Source: an optimization exercise on an open RTL-to-GDS flow (aim: small area). Production flows keep margins and buffers that such runs may drop.
RTL that was checked went through simulation tests only; none was proved equivalent to the original.
Power figures rest on the tool's default switching activity, not on a simulated workload.

==> trial 19 <==
// UART_Data_Processor
module UART_Data_Processor(
    input clk,
    input rst,
    input rx_pin_in,
    input  wire        MISO,
    output wire        MOSI,
    output wire        SPI_CLK,
    output wire        CS_n,
    output [7:0] seg7
);
==> flow/config.mk <==
export PLATFORM = sky130hd
export DESIGN_NAME = UART_Data_Processor
export DESIGN_NICKNAME = UART_Data_Processor
export VERILOG_FILES = /design/flow/design.v
export SDC_FILE = /design/flow/constraint.sdc
export NUM_CORES = 4
export LEC_CHECK = 0
export CAP_MARGIN = 20
export CORE_MARGIN = 2
export CORE_UTILIZATION = 40
export SLEW_MARGIN = 20
==> flow/constraint.sdc <==
create_clock -name core_clock -period 8.0 [get_ports {clk}]
set_input_delay 1.6000 -clock core_clock [delete_from_list [all_inputs] [get_ports {clk}]]
set_output_delay 1.6000 -clock core_clock [all_outputs]
set_load 0.01 [all_outputs]
standard.sh (not shown) runs the stock make flow with config.mk's settings and CLKGATE_MAP_FILE= SYNTH_SCRIPT=/design/flow/synth_recipe.tcl, a recipe that flattens the netlist after the stock synthesis.
==> flow/flow/run.sh <==
#!/bin/bash
# Standard ORFS layout with tuned clock-tree and port-buffer options.
set -euo pipefail
export CTS_ARGS="-sink_clustering_enable -repair_clock_nets -dont_use_dummy_load -buf_list {sky130_fd_sc_hd__clkbuf_8} -sink_clustering_size 30 -sink_clustering_max_diameter 80"
export BUFFER_PORTS_ARGS="-buffer_cell sky130_fd_sc_hd__buf_1"
bash standard.sh > standard.log 2>&1
==> build 61 (differences from trial 19) <==
--- a/flow/design.v
+++ b/flow/design.v
@@ -17,58 +17,75 @@
     function [3:0] inc4(input [3:0] x);
         inc4 = x ^ {&x[2:0], &x[1:0], x[0], 1'b1};
     endfunction
     reg pin_pre;
     always @(posedge clk or posedge rst)
         if (rst) pin_pre <= 1'b0;
         else     pin_pre <= rx_pin_in;
     wire h2l = ~rx_pin_in & pin_pre;
-    localparam [3:0] IDLE = 4'd0, DONE = 4'd1, BFREE = 4'd2, FINISH = 4'd3,
-                     END = 4'd6, BEGIN = 4'd7, DATA0 = 4'd8;
-    reg [3:0] pos;
-    reg       cnt1;        
-    reg [7:0] rxd;
-    wire band = pos[3] | (pos[2:1] == 2'b11);
-    wire done = (pos == DONE);
+    reg        band;
     reg [13:0] bcnt;
     reg        bps;
     always @(posedge clk)
         if (!band) begin
             bcnt <= 14'd15646;
             bps  <= 1'b0;
         end else if (bcnt == 14'd15665) begin
             bcnt <= 14'd0;
             bps  <= 1'b1;
         end else begin
             bcnt <= {bcnt[12:0], ~(bcnt[0] ^ bcnt[1] ^ bcnt[13])};
             bps  <= 1'b0;
         end
-    always @(posedge clk or posedge rst)
-        if (rst) begin
+    localparam [3:0] IDLE = 4'd0, BEGIN = 4'd1, END = 4'd2, BFREE = 4'd3,
+                     FINISH = 4'd4, DATA0 = 4'd8;
+    reg [3:0] pos;
+    reg       done;
+    reg       cnt1;        
+    reg [7:0] rxd;
+    always @(posedge clk or posedge rst)
+        if (rst) begin
+            band <= 1'b0;
             pos  <= IDLE;
+            done <= 1'b0;
             cnt1 <= 1'b0;
         end else if (pos[3]) begin
             if (bps) pos <= (pos[2:0] == 3'd7) ? END : {1'b1, inc3(pos[2:0])};
         end else begin
             case (pos[2:0])
-                IDLE[2:0], DONE[2:0]:
-                    if (h2l) pos <= BEGIN;
+                IDLE[2:0]:
+                    if (h2l) begin
+                        done <= 1'b0;
+                        band <= 1'b1;
+                        pos  <= BEGIN;
+                    end
                 BEGIN[2:0]:
-                    if (bps) pos <= rx_pin_in ? IDLE : DATA0;
+                    if (bps) begin
+                        if (!rx_pin_in) pos <= DATA0;
+                        else begin
+                            band <= 1'b0;
+                            pos  <= IDLE;
+                        end
+                    end
                 END[2:0]:
-                    if (bps) pos <= BFREE;
+                    if (bps) begin
+                        band <= 1'b0;
+                        pos  <= BFREE;
+                    end
                 BFREE[2:0]:
                     if (!cnt1 && rxd != 8'h52) pos <= IDLE;
                     else begin
                         pos  <= FINISH;
                         cnt1 <= ~cnt1;
                     end
-                FINISH[2:0]:
-                    pos <= cnt1 ? IDLE : DONE;
+                FINISH[2:0]: begin
+                    if (!cnt1) done <= 1'b1;
+                    pos <= IDLE;
+                end
                 default: ;
             endcase
         end
     always @(posedge clk)
         if (pos[3] && bps) rxd <= {rx_pin_in, rxd[7:1]};
     function [3:0] amap(input [7:0] b);
         case (b[7:4])
             4'h3: amap = (b[3] & (b[2] | b[1])) ? 4'hE : b[3:0];
@@ -182,54 +199,49 @@
             else if (hi_en) hi <= hi | MISO;
             if (lo_en) lo <= {lo[2:0], MISO};
         end
     reg [3:0] dout;
     always @(posedge clk or posedge rst)
         if (rst) dout <= 4'd0;
         else if (spclk && p_last) dout <= hi ? 4'hE : lo;
     reg [3:0] mem [0:7];
-    reg [3:0] wa, ra, s3, x1, x2;
-    reg       rinc;        
+    reg [3:0] wa, ra, s1, s3, x1, x2;
     reg       full, empty;
     wire [3:0] wnext = (we && !full) ? inc4(wa) : wa;
     always @(posedge clk or posedge rst)
         if (rst) begin
             wa   <= 4'd0;
             full <= 1'b0;
         end else begin
             wa   <= wnext;
             full <= (wnext == (s3 ^ 4'b1000));
         end
     always @(posedge clk)
         if (we) mem[wa[2:0]] <= aoff;
-    wire [3:0] ra1  = inc4(ra);
-    wire       rgo  = re && !empty;
-    always @(posedge clk or posedge rst)
-        if (rst) begin
+    wire [3:0] rnext = (re && !empty) ? inc4(ra) : ra;
+    always @(posedge clk or posedge rst)
+        if (rst) begin
+            ra    <= 4'd0;
             empty <= 1'b1;
             x1    <= 4'd0;
             x2    <= 4'd0;
         end else if (e124) begin
-            empty <= (x2 == (rgo ? ra1 : ra));
+            ra    <= rnext;
+            empty <= (x2 == rnext);
             x1    <= wa;
             x2    <= x1;
         end
     always @(posedge clk)
-        if (e124) rinc <= rgo;
-    always @(posedge clk or posedge rst)
-        if (rst) begin
-            ra <= 4'd0;
-            s3 <= 4'd0;
-        end else if (e1) begin
-            s3 <= ra;
-            if (rinc) ra <= ra1;
-        end
-    always @(posedge clk)
-        if (e125 && re) rdat <= mem[ra[2:0]];
+        if (e124) s1 <= ra;
+    always @(posedge clk or posedge rst)
+        if (rst)     s3 <= 4'd0;
+        else if (e1) s3 <= s1;
+    always @(posedge clk)
+        if (e125 && re) rdat <= mem[s1[2:0]];
     reg [7:0] seg;
     always @(*)
         case (dout)
             4'h0: seg = 8'b00000011;
             4'h1: seg = 8'b10011111;
             4'h2: seg = 8'b00100101;
             4'h3: seg = 8'b00001101;
             4'h4: seg = 8'b10011001;
==> flow/flow/run.sh (replaced) <==
#!/bin/bash
# Standard ORFS layout with tuned clock-tree and port-buffer options.
set -euo pipefail
export CTS_ARGS="-sink_clustering_enable -repair_clock_nets -dont_use_dummy_load -buf_list {sky130_fd_sc_hd__clkbuf_4} -sink_clustering_size 20 -sink_clustering_max_diameter 60"
export BUFFER_PORTS_ARGS="-buffer_cell sky130_fd_sc_hd__buf_1"
bash standard.sh > standard.log 2>&1
==> results.cfg <==
[global_routing]
grtUsageMet2_pct = 22.9

[finish]
multi_input_cells = 316
clk_share_pct = 1.97
fin_nets = 540
drive_above_1_share_pct = 13.0

[timing]
layout_worst_path_cycle_share_pct = 55.4
worst_hold_slack_ns = 0.378

[cts]
path_clk_slew_ns = 0.09
cts.sinks = 138

[drt]
routedWlPerCell_um = 14.8

[power]
pwr-share-seq_pct = 70.2
switchingPower_uw = 213

[die]
start_util_pct = 40.6

[run_status]
outcome = timing/DRC/antenna clean

[placed_design]
gp_congestion = 0.811
That was build 61.
==> results.cfg <==
[run_status]
outcome = timing/DRC/antenna clean

[power]
pwr-share-seq_pct = 63.8
switchingPower_uw = 214
clock_power_uw = 392

[cts]
cts.sinks = 133
path_clk_slew_ns = 0.06

[finish]
clk_share_pct = 3.63
drive_above_1_share_pct = 15.0
multi_input_cells = 311
fin_nets = 525

[drt]
drcViolationCount = 0

[placed_design]
placement.cell_area_mm2 = 0.00621
gp_congestion = 0.839

[setup_path]
crit_path_end = seg7[7]

[die]
start_util_pct = 41.2

[timing]
layout_worst_path_cycle_share_pct = 47.3

[global_routing]
use_met1_pct = 17.1
grtUsageMet2_pct = 20.4
That was trial 19.
No functional check of the RTL was part of build 61.

re-timing with driven ports:
No port has a modelled driver above. Below, the same layouts with a new extraction and two added sets of constraints. Step 1: set_driving_cell puts a clkbuf_16 on clk and a buf_2 on each other input, an assumption about the parent block. Step 2 also shifts input and output timing later by t, the mid clock arrival at the registers, as if the neighbouring blocks saw the same clock. a / b / c = ideal ports / drivers / drivers and shift; a / b = the first two.
| run | t, ns | setup slack, ns | worst slew at a driven data input, ns | cell pins on the clock port's net |
|---|---|---|---|---|
| trial 19 | 0.459 | 4.218 / 4.198 / 4.198 | 0.03 | 1 |
| build 61 | 0.545 | 3.569 / 3.549 / 3.549 | 0.03 | 1 |
After both steps every run listed still meets setup and hold.
